Source: an optimization exercise on an open RTL-to-GDS flow (aim: small area, a short achievable clock period and few clock cycles). Production flows keep margins and buffers that such runs may drop. At most, simulation tests tie the RTL to the original design; equivalence was not proved. Power is estimated from default activity; no workload was simulated.

== run 1 ==
==> flow/design.v (excerpt) <==
module SimpleCPU(clk, rst, data_fromRAM, wrEn, addr_toRAM, data_toRAM, pCounter);
==> module SimpleCPU, before the edit <==
module SimpleCPU(clk, rst, data_fromRAM, wrEn, addr_toRAM, data_toRAM, pCounter);
parameter SIZE = 10;
input clk, rst;
input wire [15:0] data_fromRAM;
output reg wrEn;
output reg [SIZE-1:0] addr_toRAM;
output wire [15:0] data_toRAM;
output reg [SIZE-1:0] pCounter;
localparam S_D = 3'd0;    
localparam S_E = 3'd1;    
localparam S_F = 3'd2;    
localparam S_I = 3'd3;    
localparam S_M = 3'd4;    
reg [2:0]  state, stateNext;
reg [2:0]  op, opNext;
reg [15:0] W, WNext;
reg [9:0]  S4, S4Next;      
reg        s4v, s4vNext;
reg        pend, pendNext;  
reg [15:0] Mreg;
reg [15:0] acc;
reg [1:0]  cnt, cntNext;
reg [9:0]  pcNext;
wire [15:0] I     = data_fromRAM;
wire [2:0]  iop   = I[15:13];
wire        azero = (I[12:0] == 13'd0);
wire [9:0]  pc1   = pCounter + 10'd1;
wire        Wz    = (W == 16'd0);
assign data_toRAM = W;
wire [15:0] M = data_fromRAM;
wire        sh_zero = (|M[15:5]) | (M[4] & ~|M[3:0]);
wire [15:0] Wrev, sh_in, sh_out, sh_rev;
genvar g;
generate for (g = 0; g < 16; g = g + 1) begin : rv
  assign Wrev[g] = W[15-g];
  assign sh_rev[g] = sh_out[15-g];
end endgenerate
assign sh_in  = M[4] ? Wrev : W;
assign sh_out = sh_in >> M[3:0];
wire [15:0] srl_res = sh_zero ? 16'd0 : (M[4] ? sh_rev : sh_out);
reg [15:0] alu;
always @* begin
  case (op)
    3'd0: alu = W + M;
    3'd1: alu = ~(W & M);
    3'd2: alu = srl_res;
    3'd3: alu = {15'd0, W < M};
    default: alu = M;
  endcase
end
wire [3:0] nib = Mreg[15:12];    
wire [15:0] accs = {acc[11:0], 4'd0};    
wire [15:0] prod = accs + (nib[0] ? W : 16'd0) + (nib[1] ? {W[14:0], 1'b0} : 16'd0)
                 + (nib[2] ? {W[13:0], 2'd0} : 16'd0) + (nib[3] ? {W[12:0], 3'd0} : 16'd0);
wire inD = (state == S_D);
wire inE = (state == S_E);
wire inI = (state == S_I);
wire inM = (state == S_M);
wire inF = (state == S_F);
wire d_bz    = (iop == 3'd4);
wire d_st    = (iop == 3'd6);
wire dq      = inD;
wire t_bznt  = 1'b0;                     
wire eaq     = dq & ~t_bznt;
wire e_bzt   = (op == 3'd4) & Wz;         
wire rI      = (inE & e_bzt) | inI;
wire rP1     = (inE & ~e_bzt & (op != 3'd7)) | (inM & (cnt == 2'd2));
wire rP      = (inE & (op == 3'd7)) | (inM & (cnt != 2'd2)) | inF;
wire [9:0] addr_w;
wire       wrEn_w;
SimpleCPU_bus u_bus (.I(I), .S4(S4), .pc(pCounter), .pc1(pc1), .eaq(eaq), .rI(rI),
                     .p1q(t_bznt | rP1), .rP(rP), .wq(~rst & dq & ~pend & d_st),
                     .s4v(s4v), .wI(~rst & inI & (op == 3'd6)), .addr(addr_w), .wrEn(wrEn_w));
always @* begin
  addr_toRAM = addr_w;
  wrEn       = wrEn_w;
end
always @(posedge clk) begin
  state    <= stateNext;
  pCounter <= pcNext;
  op       <= opNext;
  W        <= WNext;
  S4       <= S4Next;
  s4v      <= s4vNext;
  pend     <= pendNext;
  acc      <= inE ? 16'd0 : prod;
  cnt      <= cntNext;
  Mreg     <= inM ? {Mreg[11:0], 4'd0} : data_fromRAM;
end
wire [9:0] ea_d = I[9:0] | ({10{azero}} & S4);
always @* begin
  stateNext = state;
  pcNext    = pCounter;
  opNext    = op;
  WNext     = pend ? prod : W;
  S4Next    = S4;
  s4vNext   = s4v;
  pendNext  = 1'b0;
  cntNext   = 2'd0;
  if (rst) begin
    stateNext = S_F;
    pcNext    = 10'd0;
    S4Next    = 10'd4;
    s4vNext   = 1'b0;
  end else begin
    case (state)
      S_D: begin
        opNext = iop;
        if (azero && !s4v) begin      
          stateNext = S_I;
        end else if (d_st) begin               
          stateNext = S_F;
          if (!pend) begin                     
            pcNext = pc1;
            if (ea_d == 10'd4) begin
              S4Next  = W[9:0];
              s4vNext = 1'b1;
            end
          end
        end else begin
          stateNext = S_E;
        end
      end
      S_I: begin
        S4Next  = I[9:0];
        s4vNext = 1'b1;
        if (op == 3'd6) begin
          pcNext    = pc1;
          stateNext = S_F;
          if (I[9:0] == 10'd4) S4Next = W[9:0];
        end else begin
          stateNext = S_E;
        end
      end
      S_E: begin
        stateNext = S_D;
        if (op == 3'd4) begin                  
          pcNext = Wz ? M[9:0] : pc1;
        end else if (op == 3'd7) begin         
          stateNext = S_M;
        end else begin
          WNext  = alu;
          pcNext = pc1;
        end
      end
      S_M: begin
        cntNext = cnt + 2'd1;
        if (cnt == 2'd2) begin                 
          pcNext    = pc1;
          pendNext  = 1'b1;
          stateNext = S_D;
        end
      end
      default: begin                           
        stateNext = S_D;
      end
    endcase
  end
end
endmodule
make LEC_CHECK=0 CAP_MARGIN=20 CORE_MARGIN=2 CORE_UTILIZATION=40 SETUP_SLACK_MARGIN=2.9 SLEW_MARGIN=20 SYNTH_HIERARCHICAL=1 finish   # period 7.0 ns
run.sh (not shown) runs the stock make flow with config.mk's settings and CLKGATE_MAP_FILE= SYNTH_SCRIPT=/design/flow/synth_recipe.tcl, a recipe that flattens the netlist after the stock synthesis.
[inputs] run 2 vs run 1
-- flow/design.v --
<<< run 1, line 30
assign data_toRAM = W;
wire [15:0] M = data_fromRAM;
wire        sh_zero = (|M[15:5]) | (M[4] & ~|M[3:0]);
wire [15:0] Wrev, sh_in, sh_out, sh_rev;
genvar g;
generate for (g = 0; g < 16; g = g + 1) begin : rv
  assign Wrev[g] = W[15-g];
  assign sh_rev[g] = sh_out[15-g];
end endgenerate
assign sh_in  = M[4] ? Wrev : W;
assign sh_out = sh_in >> M[3:0];
wire [15:0] srl_res = sh_zero ? 16'd0 : (M[4] ? sh_rev : sh_out);
reg [15:0] alu;
always @* begin
  case (op)
    3'd0: alu = W + M;
    3'd1: alu = ~(W & M);
    3'd2: alu = srl_res;
    3'd3: alu = {15'd0, W < M};
    default: alu = M;
  endcase
end
wire [3:0] nib = Mreg[15:12];    
wire [15:0] accs = {acc[11:0], 4'd0};    
wire [15:0] prod = accs + (nib[0] ? W : 16'd0) + (nib[1] ? {W[14:0], 1'b0} : 16'd0)
                 + (nib[2] ? {W[13:0], 2'd0} : 16'd0) + (nib[3] ? {W[12:0], 3'd0} : 16'd0);
wire inD = (state == S_D);
wire inE = (state == S_E);
>>> run 2, line 30
assign data_toRAM = W;
wire [15:0] M = data_fromRAM;
wire [15:0] alu;
SimpleCPU_alu u_alu (.op(op), .W(W), .M(M), .alu(alu));
wire [3:0] nib = Mreg[15:12];    
wire [15:0] accs = {acc[11:0], 4'd0};    
wire [15:0] prod;
SimpleCPU_mul u_mul (.W(W), .nib(nib), .accs(accs), .prod(prod));
wire inD = (state == S_D);
wire inE = (state == S_E);
<<< run 1, line 173
assign wrEn = (wq & ~(azero & ~s4v)) | wI;
endmodule
>>> run 2, line 155
assign wrEn = (wq & ~(azero & ~s4v)) | wI;
endmodule
module SimpleCPU_alu(op, W, M, alu);
input  [2:0]  op;
input  [15:0] W, M;
output reg [15:0] alu;
wire        sh_zero = (|M[15:5]) | (M[4] & ~|M[3:0]);
wire [15:0] Wrev, sh_in, sh_out, sh_rev;
genvar g;
generate for (g = 0; g < 16; g = g + 1) begin : rv
  assign Wrev[g] = W[15-g];
  assign sh_rev[g] = sh_out[15-g];
end endgenerate
assign sh_in  = M[4] ? Wrev : W;
assign sh_out = sh_in >> M[3:0];
wire [15:0] srl_res = sh_zero ? 16'd0 : (M[4] ? sh_rev : sh_out);
always @* begin
  case (op)
    3'd0: alu = W + M;
    3'd1: alu = ~(W & M);
    3'd2: alu = srl_res;
    3'd3: alu = {15'd0, W < M};
    default: alu = M;
  endcase
end
endmodule
module SimpleCPU_mul(W, nib, accs, prod);
input  [15:0] W, accs;
input  [3:0]  nib;
output [15:0] prod;
assign prod = accs + (nib[0] ? W : 16'd0) + (nib[1] ? {W[14:0], 1'b0} : 16'd0)
            + (nib[2] ? {W[13:0], 2'd0} : 16'd0) + (nib[3] ? {W[12:0], 3'd0} : 16'd0);
endmodule
- Of run 1 and run 2, run 1 shows the lower final critical-path setup slack, with run 2 above it.
- Run 2 has clock power below what run 1 had.
- Going from run 1 to run 2, register-to-register slack rose 0.03 ns; count of H-tree levels built during CTS about even; average size of a mapped cell rose 0.13 sq um; detail-routed net length per standard cell rose 2.1%.
- As of run 2, total design power had fallen by more than 10% compared to run 1.
- Looking only at weighted congestion reported at the end of routability-driven placement, and setting everything else aside, the lower value of run 1 and run 2 goes to run 1.
- Core footprint (higher): run 2
- Area taken by flip-flops and latches: run 1 vs run 2, no meaningful difference
- A most common cell after layout, fill and taps aside of inv_1 is what run 1 shows, while nand2_1 belongs to run 2.
No run of this note included a check of the RTL's function; only the layout flow was run.

## oak
The RTL this note starts from:
==> flow/design.v <==
`timescale 1ns / 1ps
module SimpleCPU(clk, rst, data_fromRAM, wrEn, addr_toRAM, data_toRAM, pCounter);
parameter SIZE = 10;
input clk, rst;
input wire [15:0] data_fromRAM;
output reg wrEn;
output reg [SIZE-1:0] addr_toRAM;
output wire [15:0] data_toRAM;
output reg [SIZE-1:0] pCounter;
localparam S_D = 3'd0;    
localparam S_E = 3'd1;    
localparam S_F = 3'd2;    
localparam S_R = 3'd3;    
localparam S_M = 3'd4;    
reg [2:0]  state, stateNext;
reg [2:0]  op, opNext;
reg [15:0] W, WNext;
reg [9:0]  S4, S4Next;      
reg        pend, pendNext;  
reg [11:0] Mr;              
reg [15:0] acc;
reg        cnt, cntNext;
reg [9:0]  pcNext;
reg        sD, sI, sP1, sP, s4;
reg        sDn, sIn, sP1n, sPn, s4n;
wire inD = (state == S_D);
wire inE = (state == S_E);
wire inM = (state == S_M);
wire inF = (state == S_F);
wire inR = (state == S_R);
wire [15:0] I     = data_fromRAM;
wire [2:0]  iop   = I[15:13];
wire        azero = (I[12:0] == 13'd0);
wire [9:0]  pc1   = pCounter + 10'd1;
wire        Wz    = (W == 16'd0);
assign data_toRAM = W;
wire [15:0] M = data_fromRAM;
wire        sh_zero = (|M[15:5]) | (M[4] & ~|M[3:0]);
wire [15:0] Wrev, sh_in, sh_out, sh_rev;
genvar g;
generate for (g = 0; g < 16; g = g + 1) begin : rv
  assign Wrev[g] = W[15-g];
  assign sh_rev[g] = sh_out[15-g];
end endgenerate
assign sh_in  = M[4] ? Wrev : W;
assign sh_out = sh_in >> M[3:0];
wire [15:0] srl_res = sh_zero ? 16'd0 : (M[4] ? sh_rev : sh_out);
reg [15:0] alu;
always @* begin
  case (op)
    3'd0: alu = W + M;
    3'd1: alu = ~(W & M);
    3'd2: alu = srl_res;
    3'd3: alu = {15'd0, W < M};
    default: alu = M;
  endcase
end
wire [3:0]  nib   = inE ? data_fromRAM[15:12] : Mr[11:8];
wire        blo   = inE ? data_fromRAM[11] : Mr[7];
wire [15:0] accs  = {acc[11:0], 4'd0};   
wire        one_l = nib[0] ^ blo;
wire        two_l = (nib[1] & ~nib[0] & ~blo) | (~nib[1] & nib[0] & blo);
wire        neg_l = nib[1];
wire        one_h = nib[2] ^ nib[1];
wire        two_h = (nib[3] & ~nib[2] & ~nib[1]) | (~nib[3] & nib[2] & nib[1]);
wire        neg_h = nib[3];
wire [15:0] Wx2   = {W[14:0], 1'b0};
wire [15:0] row_l = (({16{one_l}} & W) | ({16{two_l}} & Wx2)) ^ {16{neg_l}};
wire [15:0] row_h = ((({16{one_h}} & W) | ({16{two_h}} & Wx2)) ^ {16{neg_h}}) << 2;
wire [15:0] row_a = {accs[15:4], 1'b0, neg_h, 1'b0, neg_l};
wire [15:0] cs_s  = row_l ^ row_h ^ row_a;
wire [15:0] cs_c  = {((row_l[14:0] & row_h[14:0]) | (row_l[14:0] & row_a[14:0]) | (row_h[14:0] & row_a[14:0])), 1'b0};
wire [15:0] prod  = cs_s + cs_c;
wire d_st  = (iop == 3'd6);
wire d_bz  = (iop == 3'd4);
wire [9:0] addr_w;
wire       wrEn_w;
SimpleCPU_bus u_bus (.I(I), .S4(S4), .pc(pCounter), .pc1(pc1), .eaq(sD), .rI(sI),
                     .p1q(sP1), .rP(sP), .r4(s4), .wq(~rst & sD & ~pend),
                     .addr(addr_w), .wrEn(wrEn_w));
always @* begin
  addr_toRAM = addr_w;
  wrEn       = wrEn_w;
end
always @(posedge clk) begin
  state    <= stateNext;
  pCounter <= pcNext;
  op       <= opNext;
  W        <= WNext;
  S4       <= S4Next;
  pend     <= pendNext;
  acc      <= inD ? 16'd0 : prod;
  cnt      <= cntNext;
  Mr       <= inM ? {Mr[7:0], 4'd0} : data_fromRAM[11:0];
  sD       <= sDn;
  sI       <= sIn;
  sP1      <= sP1n;
  sP       <= sPn;
  s4       <= s4n;
end
wire [9:0] ea_d = I[9:0] | ({10{azero}} & S4);
always @* begin
  stateNext = state;
  pcNext    = pCounter;
  opNext    = op;
  WNext     = pend ? prod : W;
  S4Next    = S4;
  pendNext  = 1'b0;
  cntNext   = 1'b0;
  sDn = 1'b0; sIn = 1'b0; sP1n = 1'b0; sPn = 1'b0; s4n = 1'b0;
  if (rst) begin
    stateNext = S_R;
    s4n       = 1'b1;
    pcNext    = 10'd0;
    if (inR) S4Next = I[9:0];
  end else begin
    case (state)
      S_R: begin                               
        S4Next    = I[9:0];
        stateNext = S_F;
        sPn       = 1'b1;
      end
      S_D: begin
        opNext = iop;
        if (d_st) begin                        
          stateNext = S_F;
          sPn       = 1'b1;
          if (!pend) begin                     
            pcNext = pc1;
            if (ea_d == 10'd4) S4Next = W[9:0];
          end
        end else if (d_bz && pend) begin       
          stateNext = S_F;
          sPn       = 1'b1;
        end else begin
          stateNext = S_E;
          sIn  = d_bz & Wz;                    
          sP1n = ~(d_bz & Wz) & (iop != 3'd7);
          sPn  = (iop == 3'd7);
        end
      end
      S_E: begin
        stateNext = S_D;
        sDn       = 1'b1;
        if (op == 3'd4) begin                  
          pcNext = Wz ? M[9:0] : pc1;
        end else if (op == 3'd7) begin         
          stateNext = S_M;
          sDn       = 1'b0;
          sPn       = 1'b1;
        end else begin
          WNext  = alu;
          pcNext = pc1;
        end
      end
      S_M: begin
        cntNext = 1'b1;
        sP1n    = ~cnt;
        if (cnt) begin                         
          pcNext    = pc1;
          pendNext  = 1'b1;
          stateNext = S_D;
          sDn       = 1'b1;
        end
      end
      default: begin                           
        stateNext = S_D;
        sDn       = 1'b1;
      end
    endcase
  end
end
endmodule
module SimpleCPU_bus(I, S4, pc, pc1, eaq, rI, p1q, rP, r4, wq, addr, wrEn);
input  [15:0] I;
input  [9:0]  S4, pc, pc1;
input         eaq, rI, p1q, rP, r4, wq;
output [9:0]  addr;
output        wrEn;
wire azero = (I[12:0] == 13'd0);
assign addr = ({10{eaq}} & (I[9:0] | ({10{azero}} & S4)))
            | ({10{rI}} & I[9:0])
            | ({10{p1q}} & pc1)
            | ({10{rP}} & pc)
            | {7'd0, r4, 2'd0};
assign wrEn = wq & (I[15:13] == 3'd6);
endmodule
make LEC_CHECK=0 CAP_MARGIN=20 CORE_MARGIN=2 CORE_UTILIZATION=40 CTS_BUF_LIST='sky130_fd_sc_hd__clkbuf_4 sky130_fd_sc_hd__clkbuf_8' SETUP_SLACK_MARGIN=2.9 SLEW_MARGIN=20 SYNTH_HIERARCHICAL=1 finish   # period 7.0 ns
## Diff of input files: pine against oak
-- flow/design.v --
<<< oak, line 18
reg [9:0]  S4, S4Next;      
reg        pend, pendNext;  
reg [11:0] Mr;              
reg [15:0] acc;
reg        cnt, cntNext;
reg [9:0]  pcNext;
reg        sD, sI, sP1, sP, s4;
reg        sDn, sIn, sP1n, sPn, s4n;
wire inD = (state == S_D);
wire inE = (state == S_E);
wire inM = (state == S_M);
wire inF = (state == S_F);
wire inR = (state == S_R);
wire [15:0] I     = data_fromRAM;
wire [2:0]  iop   = I[15:13];
>>> pine, line 18
reg [9:0]  S4, S4Next;      
reg        pend, pendNext;  
reg [15:0] Mreg;
reg [15:0] acc;
reg [1:0]  cnt, cntNext;
reg [9:0]  pcNext;
reg        sD, sI, sP1, sP, s4;
reg        sDn, sIn, sP1n, sPn, s4n;
wire [15:0] I     = data_fromRAM;
wire [2:0]  iop   = I[15:13];
<<< oak, line 56
  endcase
end
wire [3:0]  nib   = inE ? data_fromRAM[15:12] : Mr[11:8];
wire        blo   = inE ? data_fromRAM[11] : Mr[7];
wire [15:0] accs  = {acc[11:0], 4'd0};   
wire        one_l = nib[0] ^ blo;
>>> pine, line 51
  endcase
end
wire [3:0]  nib   = Mreg[15:12];
wire        blo   = Mreg[11];
wire [15:0] accs  = {acc[11:0], 4'd0};   
wire        one_l = nib[0] ^ blo;
<<< oak, line 72
wire [15:0] cs_c  = {((row_l[14:0] & row_h[14:0]) | (row_l[14:0] & row_a[14:0]) | (row_h[14:0] & row_a[14:0])), 1'b0};
wire [15:0] prod  = cs_s + cs_c;
wire d_st  = (iop == 3'd6);
wire d_bz  = (iop == 3'd4);
>>> pine, line 67
wire [15:0] cs_c  = {((row_l[14:0] & row_h[14:0]) | (row_l[14:0] & row_a[14:0]) | (row_h[14:0] & row_a[14:0])), 1'b0};
wire [15:0] prod  = cs_s + cs_c;
wire inD = (state == S_D);
wire inE = (state == S_E);
wire inM = (state == S_M);
wire inF = (state == S_F);
wire inR = (state == S_R);
wire d_st  = (iop == 3'd6);
wire d_bz  = (iop == 3'd4);
<<< oak, line 90
  S4       <= S4Next;
  pend     <= pendNext;
  acc      <= inD ? 16'd0 : prod;
  cnt      <= cntNext;
  Mr       <= inM ? {Mr[7:0], 4'd0} : data_fromRAM[11:0];
  sD       <= sDn;
  sI       <= sIn;
>>> pine, line 90
  S4       <= S4Next;
  pend     <= pendNext;
  acc      <= inE ? 16'd0 : prod;
  cnt      <= cntNext;
  Mreg     <= inM ? {Mreg[11:0], 4'd0} : data_fromRAM;
  sD       <= sDn;
  sI       <= sIn;
<<< oak, line 107
  S4Next    = S4;
  pendNext  = 1'b0;
  cntNext   = 1'b0;
  sDn = 1'b0; sIn = 1'b0; sP1n = 1'b0; sPn = 1'b0; s4n = 1'b0;
  if (rst) begin
>>> pine, line 107
  S4Next    = S4;
  pendNext  = 1'b0;
  cntNext   = 2'd0;
  sDn = 1'b0; sIn = 1'b0; sP1n = 1'b0; sPn = 1'b0; s4n = 1'b0;
  if (rst) begin
<<< oak, line 155
      end
      S_M: begin
        cntNext = 1'b1;
        sP1n    = ~cnt;
        if (cnt) begin                         
          pcNext    = pc1;
          pendNext  = 1'b1;
>>> pine, line 155
      end
      S_M: begin
        cntNext = cnt + 2'd1;
        sP1n    = (cnt == 2'd1);
        sPn     = (cnt == 2'd0);
        if (cnt == 2'd2) begin                 
          pcNext    = pc1;
          pendNext  = 1'b1;
## What came out
Start point of the critical path: data_fromRAM[0] -> pine, data_fromRAM[15] -> oak
Taking oak as the reference point, the critical path depth in cells of pine falls by 12.
Looking at proportion of synthesized area in mux cells across oak and pine, the one that comes out lower is oak.
Changes observed in pine relative to oak: width of the die saw an increase, inserted tap cell count climbed about 13%.
Relative to oak, the sequential power of pine is lower by about 0.9%.
pine reports its critical path class as in2out while oak reports in2reg.
[compare] base=oak new=pine: area enclosed by the die boundary has increased; routed wire length has increased.
Per the comparison of pine with oak, setup slack now sits higher, clock-buffer cell count went down.
Testbench counts of pine, summed over its fixed seeds: cycles 110,687.
Function not checked in oak: the RTL went through the layout flow alone.

[separate check: timing with driven ports]
The results above use ideal ports. As a check the final layouts listed here were re-extracted and re-timed, cells and wires unchanged.
Step 1 sets driving cells, clkbuf_16 on the clock port and buf_2 on the other inputs (assumed; they add their load-dependent delay and slew).
Step 2, shift: input delay + t, output delay - t, t = (earliest + latest rising clock arrival at the registers) / 2. This alone moves slack from input paths to output paths.
Slacks: ideal ports / drivers / drivers and shift; pairs: ideal ports / drivers.
| run | t, ns | slack for setup (ns) | worst register clock-pin slew, ns | worst slew at a driven data input, ns |
|---|---|---|---|---|
| run 1 | 0.400 | 2.905 / 2.883 / 2.740 | 0.07 / 0.07 | 0.05 |
| run 2 | 0.396 | 2.962 / 2.917 / 2.725 | 0.07 / 0.07 | 0.03 |
| oak | 0.409 | 2.299 / 2.287 / 1.878 | 0.09 / 0.09 | 0.06 |
| pine | 0.427 | 2.951 / 2.911 / 2.836 | 0.10 / 0.10 | 0.05 |
After both steps setup and hold are still met in every run listed. The setup slack of oak, which loses most, moves by -0.012 ns with the drivers and by -0.421 ns with both steps.
